What follows belongs to an exercise in optimizing a design on an open flow for small area and a short achievable clock period; a production flow would make more cautious choices.
RTL that was checked went through simulation tests only; none was proved equivalent to the original.
Power figures rest on the tool's default switching activity, not on a simulated workload.

==> module cpu_s3, before the edit <==
module cpu_s3(input [15:0] MemData, input [11:0] IRlo, input dv, input sub,
              input [15:0] absAr, input [15:0] ACr,
              output [15:0] d1, output cin1, output [15:0] B1c,
              output [4:0] r_out, output [4:0] q_out);
assign d1   = IRlo[11] ? MemData : {5'b0, IRlo[10:0]};    
assign cin1 = (dv & ~d1[15]) | sub;
assign B1c  = d1 ^ {16{cin1}};
wire w1 = absAr[15] & B1c[0];
wire w2 = absAr[15] | B1c[0];
wire w3 = w1 | (w2 & cin1);
wire w4 = w2 & 1'b0;
wire w5 = w3 & (&B1c[15:1]);
wire w6 = dv ? w5 : ACr[15];
wire [0:0] r7;
assign r7[0] = w6 ? (absAr[15] ^ (B1c[0] ^ cin1)) : absAr[15];
wire w8 = absAr[14] & B1c[0];
wire w9 = absAr[14] | B1c[0];
wire w10 = r7[0] & B1c[1];
wire w11 = r7[0] | B1c[1];
wire w12 = w8 | (w9 & cin1);
wire w13 = w9 & 1'b0;
wire w14 = w10 | (w11 & w12);
wire w15 = w11 & w13;
wire w16 = w14 & (&B1c[15:2]);
wire w17 = dv ? w16 : ACr[14];
wire [1:0] r18;
assign r18[0] = w17 ? (absAr[14] ^ (B1c[0] ^ cin1)) : absAr[14];
assign r18[1] = w17 ? (r7[0] ^ (B1c[1] ^ w12)) : r7[0];
wire w19 = absAr[13] & B1c[0];
wire w20 = absAr[13] | B1c[0];
wire w21 = r18[0] & B1c[1];
wire w22 = r18[0] | B1c[1];
wire w23 = r18[1] & B1c[2];
wire w24 = r18[1] | B1c[2];
wire w25 = w19 | (w20 & cin1);
wire w26 = w20 & 1'b0;
wire w27 = w23 | (w24 & w21);
wire w28 = w24 & w22;
wire w29 = w21 | (w22 & w25);
wire w30 = w22 & w26;
wire w31 = w27 | (w28 & w25);
wire w32 = w28 & w26;
wire w33 = w31 & (&B1c[15:3]);
wire w34 = dv ? w33 : ACr[13];
wire [2:0] r35;
assign r35[0] = w34 ? (absAr[13] ^ (B1c[0] ^ cin1)) : absAr[13];
assign r35[1] = w34 ? (r18[0] ^ (B1c[1] ^ w25)) : r18[0];
assign r35[2] = w34 ? (r18[1] ^ (B1c[2] ^ w29)) : r18[1];
wire w36 = absAr[12] & B1c[0];
wire w37 = absAr[12] | B1c[0];
wire w38 = r35[0] & B1c[1];
wire w39 = r35[0] | B1c[1];
wire w40 = r35[1] & B1c[2];
wire w41 = r35[1] | B1c[2];
wire w42 = r35[2] & B1c[3];
wire w43 = r35[2] | B1c[3];
wire w44 = w36 | (w37 & cin1);
wire w45 = w37 & 1'b0;
wire w46 = w40 | (w41 & w38);
wire w47 = w41 & w39;
wire w48 = w38 | (w39 & w44);
wire w49 = w39 & w45;
wire w50 = w46 | (w47 & w44);
wire w51 = w47 & w45;
wire w52 = w42 | (w43 & w50);
wire w53 = w43 & w51;
wire w54 = w52 & (&B1c[15:4]);
wire w55 = dv ? w54 : ACr[12];
wire [3:0] r56;
assign r56[0] = w55 ? (absAr[12] ^ (B1c[0] ^ cin1)) : absAr[12];
assign r56[1] = w55 ? (r35[0] ^ (B1c[1] ^ w44)) : r35[0];
assign r56[2] = w55 ? (r35[1] ^ (B1c[2] ^ w48)) : r35[1];
assign r56[3] = w55 ? (r35[2] ^ (B1c[3] ^ w50)) : r35[2];
wire w57 = absAr[11] & B1c[0];
wire w58 = absAr[11] | B1c[0];
wire w59 = r56[0] & B1c[1];
wire w60 = r56[0] | B1c[1];
wire w61 = r56[1] & B1c[2];
wire w62 = r56[1] | B1c[2];
wire w63 = r56[2] & B1c[3];
wire w64 = r56[2] | B1c[3];
wire w65 = r56[3] & B1c[4];
wire w66 = r56[3] | B1c[4];
wire w67 = w57 | (w58 & cin1);
wire w68 = w58 & 1'b0;
wire w69 = w61 | (w62 & w59);
wire w70 = w62 & w60;
wire w71 = w65 | (w66 & w63);
wire w72 = w66 & w64;
wire w73 = w59 | (w60 & w67);
wire w74 = w60 & w68;
wire w75 = w69 | (w70 & w67);
wire w76 = w70 & w68;
wire w77 = w63 | (w64 & w75);
wire w78 = w64 & w76;
wire w79 = w71 | (w72 & w75);
wire w80 = w72 & w76;
wire w81 = w79 & (&B1c[15:5]);
wire w82 = dv ? w81 : ACr[11];
wire [4:0] r83;
assign r83[0] = w82 ? (absAr[11] ^ (B1c[0] ^ cin1)) : absAr[11];
assign r83[1] = w82 ? (r56[0] ^ (B1c[1] ^ w67)) : r56[0];
assign r83[2] = w82 ? (r56[1] ^ (B1c[2] ^ w73)) : r56[1];
assign r83[3] = w82 ? (r56[2] ^ (B1c[3] ^ w75)) : r56[2];
assign r83[4] = w82 ? (r56[3] ^ (B1c[4] ^ w77)) : r56[3];
assign r_out = r83;
assign q_out = {w5, w16, w33, w54, w81};
endmodule
Settings: LEC_CHECK=0, ABC_AREA=1, CAP_MARGIN=20, CORE_MARGIN=2, CORE_UTILIZATION=40, SLEW_MARGIN=20, SYNTH_HIERARCHICAL=1; clock period 32.0 ns.
standard.sh (not shown) runs the stock make flow with config.mk's settings and CLKGATE_MAP_FILE= SYNTH_SCRIPT=/design/flow/synth_recipe.tcl, a recipe that flattens the netlist after the stock synthesis.
==> flow/flow/run.sh <==
#!/bin/bash
set -euo pipefail
MARGIN=$(python3 -c "print(round(${FLOW_PERIOD_NS} - 13, 3))")
bash standard.sh SETUP_SLACK_MARGIN=$MARGIN "BUFFER_PORTS_ARGS=-buffer_cell sky130_fd_sc_hd__buf_1" finish > standard_flow.log 2>&1
The starting point ran to the end with no violations.
==> next run, changes <==
--- a/flow/design.v
+++ b/flow/design.v
@@ -121,11 +121,11 @@
 assign B1c  = d1 ^ {16{cin1}};
 wire w1 = absAr[15] & B1c[0];
 wire w2 = absAr[15] | B1c[0];
 wire w3 = w1 | (w2 & cin1);
 wire w4 = w2 & 1'b0;
-wire w5 = w3 & (&B1c[15:1]);
+wire w5 = w3 & (d1[15] ? (&d1[15:1]) : ~(|d1[15:1]));
 wire w6 = dv ? w5 : ACr[15];
 wire [0:0] r7;
 assign r7[0] = w6 ? (absAr[15] ^ (B1c[0] ^ cin1)) : absAr[15];
 wire w8 = absAr[14] & B1c[0];
 wire w9 = absAr[14] | B1c[0];
@@ -133,11 +133,11 @@
 wire w11 = r7[0] | B1c[1];
 wire w12 = w8 | (w9 & cin1);
 wire w13 = w9 & 1'b0;
 wire w14 = w10 | (w11 & w12);
 wire w15 = w11 & w13;
-wire w16 = w14 & (&B1c[15:2]);
+wire w16 = w14 & (d1[15] ? (&d1[15:2]) : ~(|d1[15:2]));
 wire w17 = dv ? w16 : ACr[14];
 wire [1:0] r18;
 assign r18[0] = w17 ? (absAr[14] ^ (B1c[0] ^ cin1)) : absAr[14];
 assign r18[1] = w17 ? (r7[0] ^ (B1c[1] ^ w12)) : r7[0];
 wire w19 = absAr[13] & B1c[0];
@@ -152,11 +152,11 @@
 wire w28 = w24 & w22;
 wire w29 = w21 | (w22 & w25);
 wire w30 = w22 & w26;
 wire w31 = w27 | (w28 & w25);
 wire w32 = w28 & w26;
-wire w33 = w31 & (&B1c[15:3]);
+wire w33 = w31 & (d1[15] ? (&d1[15:3]) : ~(|d1[15:3]));
 wire w34 = dv ? w33 : ACr[13];
 wire [2:0] r35;
 assign r35[0] = w34 ? (absAr[13] ^ (B1c[0] ^ cin1)) : absAr[13];
 assign r35[1] = w34 ? (r18[0] ^ (B1c[1] ^ w25)) : r18[0];
 assign r35[2] = w34 ? (r18[1] ^ (B1c[2] ^ w29)) : r18[1];
@@ -176,11 +176,11 @@
 wire w49 = w39 & w45;
 wire w50 = w46 | (w47 & w44);
 wire w51 = w47 & w45;
 wire w52 = w42 | (w43 & w50);
 wire w53 = w43 & w51;
-wire w54 = w52 & (&B1c[15:4]);
+wire w54 = w52 & (d1[15] ? (&d1[15:4]) : ~(|d1[15:4]));
 wire w55 = dv ? w54 : ACr[12];
 wire [3:0] r56;
 assign r56[0] = w55 ? (absAr[12] ^ (B1c[0] ^ cin1)) : absAr[12];
 assign r56[1] = w55 ? (r35[0] ^ (B1c[1] ^ w44)) : r35[0];
 assign r56[2] = w55 ? (r35[1] ^ (B1c[2] ^ w48)) : r35[1];
@@ -207,11 +207,11 @@
 wire w76 = w70 & w68;
 wire w77 = w63 | (w64 & w75);
 wire w78 = w64 & w76;
 wire w79 = w71 | (w72 & w75);
 wire w80 = w72 & w76;
-wire w81 = w79 & (&B1c[15:5]);
+wire w81 = w79 & (d1[15] ? (&d1[15:5]) : ~(|d1[15:5]));
 wire w82 = dv ? w81 : ACr[11];
 wire [4:0] r83;
 assign r83[0] = w82 ? (absAr[11] ^ (B1c[0] ^ cin1)) : absAr[11];
 assign r83[1] = w82 ? (r56[0] ^ (B1c[1] ^ w67)) : r56[0];
 assign r83[2] = w82 ? (r56[1] ^ (B1c[2] ^ w73)) : r56[1];
Combinational power stays flat.
Cell area is lower slightly.
Sequential power hardly moves.
Sequential cell count stays the same.
Total power is higher slightly.
Worst setup slack gets better by 18 ps.
Worst hold slack gets better by 8.5 ps.
Routed wire length is higher slightly.
Count of clock-buffer cells in the layout is higher by 2.
Core utilization is lower by 0.14 points.
No run of this note included a check of the RTL's function; only the layout flow was run.

---

== harbor ==
CPU, a different RTL version from the one above (not shown whole).
Size: ~170 flip-flops, about 110 I/O pins, about 16000 um2 of cells after synthesis.
Design CPU, start of the top module:
module CPU(clock,reset,MemData,MemOut,rd,wr,PC,IR,MBR,AC,MAR,SR);
==> flow/config.mk <==
export PLATFORM = sky130hd
export DESIGN_NAME = CPU
export DESIGN_NICKNAME = CPU
export VERILOG_FILES = /design/flow/design.v
export SDC_FILE = /design/flow/constraint.sdc
export NUM_CORES = 4
export LEC_CHECK = 0
export ABC_AREA = 1
export CAP_MARGIN = 20
export CORE_MARGIN = 2
export CORE_UTILIZATION = 40
export SLEW_MARGIN = 20
==> flow/constraint.sdc <==
create_clock -name core_clock -period 32.0 [get_ports {clock}]
set_input_delay 6.4000 -clock core_clock [delete_from_list [all_inputs] [get_ports {clock}]]
set_output_delay 6.4000 -clock core_clock [all_outputs]
set_load 0.01 [all_outputs]
==> flow/flow/run.sh <==
#!/bin/bash
set -euo pipefail
MARGIN=$(python3 -c "print(round(${FLOW_PERIOD_NS} - 13.5, 3))")
bash standard.sh SETUP_SLACK_MARGIN=$MARGIN "BUFFER_PORTS_ARGS=-buffer_cell sky130_fd_sc_hd__buf_1" finish > standard_flow.log 2>&1
What lagoon does differently from harbor at the input level:
diff --git a/flow/design.v b/flow/design.v
--- a/flow/design.v
+++ b/flow/design.v
@@ -11,12 +11,16 @@
 reg [2:0] state;
 reg signed [15:0] ACr;      
 reg [3:0] SRr;
 reg accSel;                 
 wire [3:0] op = IR[15:12];
 wire       m  = IR[11];
+wire        ld   = (op == 4'h1);
+wire        sub  = (op == 4'h4);
+wire        ls   = ld | (op == 4'h3) | sub;   
+wire        mul  = (op == 4'h5);
 wire        dv   = (op == 4'h6);            
 wire        sa   = ACr[15];
 wire [15:0] lorA;
 assign lorA[0] = 1'b0;
 genvar ga;
 generate
@@ -25,13 +29,13 @@
   end
 endgenerate
 wire [15:0] absa = {16{dv}} & (ACr ^ ({16{sa}} & lorA));
 reg  [15:0] absAr;
 always @(posedge clock) absAr <= absa;
 wire [15:0] d1   = m ? MemData : {5'b0, IR[10:0]};    
-wire        cin1 = dv & ~d1[15];
+wire        cin1 = (dv & ~d1[15]) | sub;
 wire [15:0] B1c  = d1 ^ {16{cin1}};
 wire [17:0] d3   = {{2{d1[15]}}, d1} + {d1[15], d1, 1'b0};
 wire [17:0] B3c  = d3 ^ {18{cin1}};
 reg [15:0] B1r;
 reg [17:0] B3r;
 reg        cinr, d1s;
@@ -696,16 +700,17 @@
 end
 wire [14:0] x555 = {p2r[13:0], absAr[1]};
 wire [15:0] t556 = {1'b0, x555} + {1'b0, B1r[14:0]} + {15'd0, cinr};
 wire w557 = t556[15] & (&B1r[15:15]);
 wire w558 = dv ? w557 : ACr[1];
 wire [14:0] r559 = w558 ? t556[14:0] : x555;
-wire [15:0] x560 = {r559[14:0], absAr[0]};
+wire [15:0] x560 = ls ? ({16{~ld}} & ACr) : {r559[14:0], absAr[0]};
 wire [16:0] t561 = {1'b0, x560} + {1'b0, B1r[15:0]} + {16'd0, cinr};
 wire w562 = t561[16] & 1'b1;
-wire w563 = dv ? w562 : ACr[0];
+wire lastc = t561[16];     
+wire w563 = dv ? w562 : (~mul | ACr[0]);
 wire [15:0] r564 = w563 ? t561[15:0] : x560;
 wire [15:0] qu = {p2q, w557, w562};
 wire [15:0] prod = r564;             
 wire        dz   = cinr & (&B1r);           
 wire        negq = sa ^ d1s;
 wire [15:0] lowor;
@@ -716,22 +721,18 @@
     assign lowor[gi] = |qu[gi-1:0];
   end
 endgenerate
 wire [15:0] quot  = dz ? 16'd0 : (qu ^ ({16{negq}} & lowor));
 wire [15:0] res   = dv ? quot : prod;
 wire        resz  = dv ? (dz | ~|qu) : ~|prod;
+wire        as_   = ls & ~ld;
+wire        resc  = as_ & (lastc ^ sub);
+wire        resv  = as_ & (ACr[15] == B1r[15]) & (prod[15] != ACr[15]);
+wire [3:0]  resf  = {resz, res[15], resc, resv};
 assign AC = accSel ? res : ACr;
-assign SR = accSel ? {resz, res[15], 2'b00} : SRr;
-wire        sub  = (op == 4'h4);
-wire [15:0] bop  = MBR ^ {16{sub}};
-wire [16:0] sum  = {1'b0,ACr} + {1'b0,bop} + {16'd0,sub};
-wire        as_c = sum[16] ^ sub;                                   
-wire        as_v = (ACr[15] == bop[15]) && (sum[15] != ACr[15]);    
-wire        ld  = (op == 4'h1);
-wire [15:0] acn = ld ? MBR : sum[15:0];
-wire [1:0]  cv  = ld ? 2'b00 : {as_c, as_v};
+assign SR = accSel ? resf : SRr;
 always @(posedge clock) begin
   if (reset) begin
     PC <= 0; MAR <= 0; IR <= 0; MBR <= 0; ACr <= 0; MemOut <= 0; SRr <= 0;
     rd <= 1; wr <= 0;
     accSel <= 0;
     state <= 0;
@@ -739,13 +740,13 @@
   case (state)
   0: begin
     rd <= 1; wr <= 0;
     MAR <= PC;
     if (accSel) begin
       ACr <= res;
-      SRr <= {resz, res[15], 2'b00};
+      SRr <= resf;
     end
     accSel <= 0;
     state <= 1;
   end
   1: begin
     rd <= 1; wr <= 0;
@@ -767,15 +768,14 @@
       default: ;
     endcase
   end
   4: begin
     state <= 0;
     case (op)
-      4'h1, 4'h3, 4'h4: begin ACr <= acn; SRr <= {acn == 16'd0, acn[15], cv}; end
       4'h2: MemOut <= MBR;
-      4'h5, 4'h6: accSel <= 1'b1;
+      4'h1, 4'h3, 4'h4, 4'h5, 4'h6: accSel <= 1'b1;
       default: ;
     endcase
   end
   default: state <= 0;
   endcase
 end
--- outcome ---
When lagoon is measured against harbor, its actual slew at the worst max-slew pin turns out 0.014 ns lower.
Sort harbor and lagoon by die extent in x asc -> top: lagoon
Compared with harbor, lagoon shows a higher final weighted congestion of routability-driven global placement.
Relative to harbor, aggregate routed wire length has decreased by 3.5% in lagoon.
Comparing the two runs side by side, lagoon comes out behind harbor on total power.
Proportion of power drawn by the clock network: lagoon < harbor
Sort harbor and lagoon by mapped cell area asc -> top: lagoon
In the metrics for harbor and lagoon, the one carrying the lower reported sequential group power is harbor.
The count of filler cells inserted in the layout of lagoon falls short of that of harbor by about 6%.
lagoon | stages: all done | timing, DRC, antenna: all pass
harbor closes out successfully: all stages finished, all timing, DRC and antenna checks passed.
Sort harbor and lagoon by switching fraction of total power asc -> top: harbor
Going from harbor to lagoon, the final critical-path required period was found to have gone up by 0.79 ns.
lagoon — average wire per cell in the routed design 0.16 um higher, harbor as reference
Clock-buffer cell count is lower on harbor
Via count of the first global-routing pass is higher on harbor
The RTL of lagoon was laid out without a check of its function.

## what the ideal ports hide
In the flow no input, the clock included, has a driving cell. The finished layouts below were timed again as built, in two steps.
Step 1: set_driving_cell puts a clkbuf_16 on clock and a buf_2 on each other input, an assumption about the parent block.
Step 2 times the ports against the registers' clock, not the clock port: input delays grow and output delays shrink by t, the midpoint of the rising clock arrivals with the driver on.
a / b / c = no drivers / after step 1 / after step 2; a / b = the first two.
| run | t (ns) | setup slack, ns | latest minus earliest clock arrival (ns) | worst data-port slew with drivers (ns) |
|---|---|---|---|---|
| the first run of note 1 | 0.506 | 19.463 / 19.407 / 19.639 | 0.016 / 0.017 | 0.05 |
| the second run of note 1 | 0.506 | 19.482 / 19.428 / 19.591 | 0.019 / 0.019 | 0.06 |
| harbor | 0.489 | 18.509 / 18.458 / 18.266 | 0.017 / 0.017 | 0.05 |
| lagoon | 0.480 | 17.724 / 17.674 / 17.933 | 0.013 / 0.013 | 0.05 |
After both steps setup and hold are still met in every run listed. For harbor, which loses most, drivers alone change the setup slack by -0.051 ns; drivers and shift together by -0.243 ns.
